Background: an optimization exercise with open tools, aiming at small area. Do not read the settings as production practice. The RTL was checked by simulation tests, not by an equivalence proof against the original design. No activity file was given, so power comes from the tool's default toggle rates.

==> flow/design.v, too long to show whole: its modules and the start of the top module <==
// module cpx_multiply: 80 lines
// module cmul: 651 lines
// module sig_gen: 46 lines
// module sin_cos: 157 lines
// module freq_shift: 78 lines
module freq_shift
  (input                clk,
   input                rst,
   input                m_axis_tvalid,
   input [11:0]         freq_step,
   input                freq_step_valid,
   input                neg_shift,
   input signed [11:0]  xi,
   input signed [11:0]  xq,
   output               s_axis_tready,
   input                m_axis_tready,
   output signed [11:0] i,
   output signed [11:0] q,
   output               s_axis_tvalid);
  // ...
==> flow/flow/run.sh <==
#!/bin/bash
# Own layout flow: the standard layout (standard.sh), with two changes to
# synthesis.  The design is synthesised by the standard script with Yosys's
# early "abc -fast" pass skipped (synth -noabc), so that extract_fa finds the
# full adders of the RTL's adder trees as written, and ORFS's final ABC
# mapping uses the area-only script flow/area.abc.  The registers are then
# checked against the standard synthesis and given its instance names; if
# they differ in any way, the standard netlist is used unchanged.  Each
# tool's output goes to a log file in the work folder.
set -uo pipefail
W=$(pwd)
R=$W/orfs/results/$FLOW_PLATFORM/freq_shift/base
OWN=$W/orfs_own/results/$FLOW_PLATFORM/freq_shift/base

bash standard.sh synth > std_synth.log 2>&1 || { echo "standard synthesis failed"; exit 1; }
cp "$R/1_2_yosys.v" ref_1_2_yosys.v

# 2. the same synthesis scripts, without the early abc pass and with the
#    area-only ABC script
sed "s#^source \$::env(SCRIPTS_DIR)/synth_preamble.tcl#&\nset abc_args [lreplace \$abc_args 1 1 $W/flow/area.abc]#" \
    "$FLOW_HOME/scripts/synth.tcl" > own_synth_main.tcl
sed -e 's/yosys synth -nofsm -noshare /yosys synth -nofsm -noshare -noabc /' \
    -e "s#^source \$::env(SCRIPTS_DIR)/synth.tcl#source $W/own_synth_main.tcl#" \
    synth_recipe.tcl > own_synth.tcl
if grep -q -- '-noabc' own_synth.tcl && grep -q own_synth_main own_synth.tcl &&
   grep -q 'flow/area.abc' own_synth_main.tcl &&
   make -C "$FLOW_HOME" DESIGN_CONFIG="$W/config.mk" WORK_HOME="$W/orfs_own" CLKGATE_MAP_FILE= \
        SYNTH_SCRIPT="$W/own_synth.tcl" synth > own_synth.log 2>&1 &&
   python3 flow/match_regs.py ref_1_2_yosys.v "$OWN/1_2_yosys.v" own_1_2_yosys.v > match_regs.log 2>&1
then
  echo "using the own synthesis"
  cp own_1_2_yosys.v "$R/1_2_yosys.v"
  rm -f "$R/1_synth.odb" "$R/1_synth.sdc"
else
  echo "own synthesis not used; keeping the standard netlist"
fi

# 3. the rest of the standard layout
bash standard.sh > std_layout.log 2>&1 || { echo "layout failed"; exit 1; }
test -f out/final.def
==> flow/flow/area.abc <==
strash
dch -f
amap
topo
stime -c
==> flow/flow/match_regs.py <==
#!/usr/bin/env python3
"""match_regs.py REF.v MINE.v OUT.v

Gives the flip-flops of netlist MINE the instance names that the same
registers have in the reference netlist REF (the standard synthesis).  A
register is identified by its instance name without Yosys's cell-type
suffix ($_DFFE_PP_ and the like).  Exits non-zero, writing nothing, unless
both netlists have the same registers in the same cell types.
"""
import re
import sys

DECL = re.compile(r'^(\s*)sky130_fd_sc_hd__(\w+)\s+(\\\S+|[A-Za-z_]\w*)(\s*\()', re.M)
FLOP = re.compile(r'^(s?e?df\w+)_\d+$')


def flops(text):
    out = {}
    for m in DECL.finditer(text):
        typ, name = m.group(2), m.group(3)
        fm = FLOP.match(typ)
        if not fm:
            continue
        base = name.split('$_')[0]
        if base in out:
            sys.exit('duplicate register base name %s' % base)
        out[base] = (fm.group(1), name)
    return out


ref_text = open(sys.argv[1]).read()
my_text = open(sys.argv[2]).read()
ref = flops(ref_text)
mine = flops(my_text)
print('registers: reference %d, own synthesis %d' % (len(ref), len(mine)))
if set(ref) != set(mine):
    print('only in reference:', sorted(set(ref) - set(mine))[:20])
    print('only in own synthesis:', sorted(set(mine) - set(ref))[:20])
    sys.exit(1)
bad = [b for b in ref if ref[b][0] != mine[b][0]]
if bad:
    print('cell types differ:', [(b, ref[b][0], mine[b][0]) for b in bad[:20]])
    sys.exit(1)
rename = {mine[b][1]: ref[b][1] for b in ref if mine[b][1] != ref[b][1]}
print('renamed %d registers' % len(rename))


def sub(m):
    name = m.group(3)
    if name in rename:
        return '%ssky130_fd_sc_hd__%s %s%s' % (m.group(1), m.group(2), rename[name], m.group(4))
    return m.group(0)


new_text = DECL.sub(sub, my_text)
check = flops(new_text)
assert {b: v for b, v in check.items()} == ref, 'renaming failed'
open(sys.argv[3], 'w').write(new_text)
==> flow/standard.sh <==
#!/bin/bash
# synth_recipe.tcl (not shown) runs the flow's synth.tcl, then flattens the netlist and writes it again
# the make line also repeats each setting of config.mk as NAME=value (left out here)
make -C /OpenROAD-flow-scripts/flow DESIGN_CONFIG=/design/flow/config.mk WORK_HOME=/design/flow/orfs CLKGATE_MAP_FILE= SYNTH_SCRIPT=/design/flow/synth_recipe.tcl "${@:-finish}"
==> flow/config.mk <==
export PLATFORM = sky130hd
export DESIGN_NAME = freq_shift
export DESIGN_NICKNAME = freq_shift
export VERILOG_FILES = /design/flow/design.v
export SDC_FILE = /design/flow/constraint.sdc
export NUM_CORES = 4
export LEC_CHECK = 0
export ABC_AREA = 1
export CAP_MARGIN = 20
export CORE_MARGIN = 2
export CORE_UTILIZATION = 40
export CTS_BUF_LIST = sky130_fd_sc_hd__clkbuf_8
export CTS_CLUSTER_DIAMETER = 80
export CTS_CLUSTER_SIZE = 16
export SLEW_MARGIN = 20
==> flow/constraint.sdc <==
create_clock -name core_clock -period 6.0 [get_ports {clk}]
set_input_delay 1.2000 -clock core_clock [delete_from_list [all_inputs] [get_ports {clk}]]
set_output_delay 1.2000 -clock core_clock [all_outputs]
set_load 0.01 [all_outputs]
==> implementation parameters, run 1 <==
Parameter                              Value

STA
  Unrepaired setup endpoints after global routing    false
  Maximum clock skew at final layout    between 0.04 and 0.05 ns
  Count of final hold-check violations    0

Setup path
  Depth of the critical timing path with buffers and inverters included    15
  Worst stage delay on the critical path    between 0.4 and 0.5 ns
  Reg2reg start    freq_mult.sa_qc
  Worst Setup EP    freq_mult.sb[11]
  Reg-to-Reg End    freq_mult.sb[11]

CTS
  Hold buffer count at cts    0
  Deepest clock path buffer count    3
  TritonCTS Buffers    22

Global route
  GR Layer Usage met1    28.24%
  GRT overflow    0

Pwr
  Combinational fraction of design power    about 45%
  P_int    between 3 and 4 mW
  Heaviest power group    combinational cells

Placement
  Placed cell area    between 15000 and 20000 sq um
  Placer's final routability congestion estimate    roughly 0.9

Die
  Std-Cell Core Area    40740 sq um

Final layout
  Post-layout instance count excluding filler cells    around 2400
  Area added between synthesis and finish    13.58%
  Total area of multi-input combinational cells    between 9000 and 10000 sq um

Status
  Run status  no timing/DRC/antenna violations

Route
  Drt wl/cell    around 19 um

Hold path
  Worst min-delay path startpoint    freq_mult.sb[1]
  Hold Path End    freq_mult.sc[1]

Logic synthesis
  Netlist area before placement    around 16000 sq um
  Synthesized instance count    between 1500 and 2000
==> run 2: changes to the inputs <==
--- a/flow/config.mk
+++ b/flow/config.mk
@@ -9,7 +9,7 @@
 export CAP_MARGIN = 20
 export CORE_MARGIN = 2
 export CORE_UTILIZATION = 40
-export CTS_BUF_LIST = sky130_fd_sc_hd__clkbuf_8
-export CTS_CLUSTER_DIAMETER = 80
-export CTS_CLUSTER_SIZE = 16
+export CTS_BUF_LIST = sky130_fd_sc_hd__clkbuf_16
+export CTS_CLUSTER_DIAMETER = 100
+export CTS_CLUSTER_SIZE = 30
 export SLEW_MARGIN = 20
==> run 2 against run 1 <==
- routed wire length about the same
- via count down 0.37%
- still clean on timing, DRC and antenna
- count of clock-buffer cells in the layout down 10
- largest cell class unchanged
- final cell count fell by 0.71%
- worst setup slack better by 0.0063 ns
- hold slack better by 0.010 ns
- highest routed layer unchanged
- critical path depth did not move
==> implementation parameters, run 2 <==
Parameter                              Value

Setup path
  Max Fanout on Critical Path    2
  Type of element launching the critical path    flip-flop
  Buffers plus inverters on the worst setup path    0
  Sequence of cells on the critical path    fa_2 > fa_2 > fa_1 > fa_1 > fa_2 > fa_2 > fa_1 > fa_1 > fa_2 > fa_2 > fa_1 > nor2_1 > a21oi_1 > nor2_1 > a21oi_1
  Crit path launch    freq_mult.sa_qc
  Cell with the largest stage delay on the worst path    sky130_fd_sc_hd__fa_1
  Slack of the worst reg-to-reg path    ~0.24 ns
  CP Data Required Time    ~6.2 ns
  Start-to-end type of the worst setup path    flip-flop to flip-flop
  Cell depth of the worst flop-to-flop path    15
  Worst stage delay on the critical path    0.48 ns (about the same)
  Crit path max-delay family    adder cells
  Most frequent CP cell    sky130_fd_sc_hd__fa_2
  Reg2reg start    freq_mult.sa_qc
  Type of destination of the critical path    flip-flop
  Arrival time reported for the critical path endpoint    6.00 ns
  Reg-to-Reg End    freq_mult.sb[11]

Route
  Drt wl/cell    19.28 um (+0.79%)
  Routed wire length    approximately 46000 um
  DRC errors left    0
  Vias per cell    between 5 and 6
  DR iter-0 viols    1155
  Antenna Violating Nets Remaining    0
  Vias after detailed routing    ~14000
  Drt first pass iters    6

CTS
  Deepest clock path buffer count    3 (unchanged)
  Clock Latency Late Sink    0.50 ns
  CTS HTree Levels    1
  Setup Fix Bufs, Post-CTS    0
  CTS clk-pin slew, worst paths    0.11 ns
  Hold buffer count at cts    0 (unchanged)
  PostCTS Resize Cnt    5
  Total number of clock tree sinks    approximately 210
  CTS tree    yes
  CTS Root Cell    sky130_fd_sc_hd__clkbuf_16
  TritonCTS Buffers    13 (-41%)

STA
  Worst-margin pin slew    1.014 ns
  Number of endpoints failing setup at the final stage    0
  Maximum clock skew at final layout    0.02849 ns (-0.01991 ns)
  Min setup slack post-route    ~0.24 ns
  Count of final hold-check violations    0 (unchanged)
  Tcrit/Tclk final    96.02%
  Worst max-slew margin expressed relative to the limit    32.08%
  Final Slew Violations    0
  Minimum clock period    5.761 ns
  FMAX    approximately 0.17 GHz

Final layout
  Fraction of final layout cells with drive strength greater than 1    under 10%
  Area added between synthesis and finish    13.34%
  Top Registers    freq_mult.sb x24, freq_mult.sc x24, freq_mult.sd x24
  Count of inserted antenna diode cells    0
  Layout filler cell count    around 3900
  Final non-filler cell area    ~19000 sq um
  Final net count    2100
  Final cell utilization of the core    between 40 and 50%
  Commonest cells after routing, fill and taps aside    sky130_fd_sc_hd__o21ai_0 (245), sky130_fd_sc_hd__nand2_1 (233), sky130_fd_sc_hd__o22ai_1 (225)
  Most common cell after layout, fill and taps aside    sky130_fd_sc_hd__o21ai_0

Die
  Std-Cell Rows    74
  Initial core utilization    between 40% and 50%
  Total I/O pin count    68
  Die boundary width    approximately 210 um
  Die height    approximately 210 um
  Std-Cell Core Area    40740 sq um (unchanged)
  Die Area    approximately 43000 sq um

Global route
  First-pass GRT wire length    between 70000 and 80000 um
  Pin count of the biggest net entering global routing    between 60 and 70
  Initial antenna violation count    0
  Overall routing resource usage    between 20% and 30%
  GRT overflow    0 (unchanged)
  Vias in the first global route    between 10000 and 15000

Job
  Max_cap viols    0

Placement
  Placer's final routability congestion estimate    0.8962 (unchanged)
  Worst-case setup slack after placement    -0.1800 ns
  DP Wirelength    ~31000 um
  Count of port buffers added during placement    67
  Placed cell area    18170 sq um (unchanged)

Pwr
  Max VDD drop    between 0.2 and 0.25 mV
  Leakage component of the power    roughly 6.4 nW
  Pwr per Cell Area    between 200 and 300 nW/um^2
  Post-route total power    a little over 5 mW

Logic synthesis
  Synthesized instance count    1696 (unchanged)
  Netlist area before placement    16450 sq um (unchanged)
  Synthesized netlist net count    about 2000
  Post-synthesis average cell area    a little under 10 sq um
  Number of warning messages in the yosys log    4

Hold path
  Cell depth of the worst hold path    0
  Hold Path End    freq_mult.sc[18]
  Min-Delay Path Class    flip-flop to flip-flop
  Worst min-delay path startpoint    freq_mult.sb[18]

Status
  Run status  no timing/DRC/antenna violations
## run 2: through the flow
step	instances	hold slack [ns]	setup TNS [ns]
finish	2363	0.4296	0
global route	2363	0.4379	-0.002251
CTS	2363	0.4335	0
detailed placement	2342	0.4056	-0.2941
global placement	2342	0.4006	-0.2803
floorplan	1696	0.3984	0
## run 2: how the worst max path moves through the flow
stage,depth (start not counted),end,slack (ns)
6_report,15,freq_mult.sb[11],0.24
5_1_grt,15,freq_mult.sb[11],-0.002
4_1_cts,15,freq_mult.sb[11],0.007
3_5_place_dp,15,freq_mult.sb[11],-0.18
3_3_place_gp,15,freq_mult.sb[11],-0.15
2_1_floorplan,9,freq_mult.sa_qc,0.09
## run 2: final cells by class
class                      instances  area, sq um  area share [%]
clock buffer                      13        325.3           1.745
tap                              532        665.6           3.571
inverter                         183        686.9           3.685
timing repair buffer             114         1021           5.477
sequential                       212         6096           32.70
multi-input combinational       1301         9733           52.21
clock inverter                     8        113.9          0.6108
## run 2: routing by layer
layer,track usage [%],vias to the layer above,part of all wire (%)
met3,2.779,117,7.5
met1,28.42,6519,42
met4,8.485,0,3.8
li1,-,6477,-
met2,36.69,625,47
met5,0,-,0
## run 2: power by group
group / leakage (nW) / switching (mW) / internal (mW)
logic: 4.21 / 1.34 / 0.983
registers: 1.98 / 0.0415 / 1.83
clock network: 0.210 / 0.563 / 0.435

-- static timing again, ports no longer ideal --
Ports are ideal in the flow. The routed layouts listed here were re-timed in OpenROAD.
Step 1 assumes that a clkbuf_16 drives the clock port and a buf_2 every other input.
Step 2, shift: input delay + t, output delay - t, t = (earliest + latest rising clock arrival at the registers) / 2. This alone moves slack from input paths to output paths.
Three values: no drivers, after step 1, after step 2; two values: the first two.
run	t, ns	slack for setup (ns)	worst setup path after step 2	clock arrival spread, ns
run 1	0.612	0.232 / 0.232 / 0.232	register to register	0.049 / 0.048
run 2	0.534	0.239 / 0.239 / 0.239	register to register	0.030 / 0.030
After both steps every run listed still meets setup and hold.
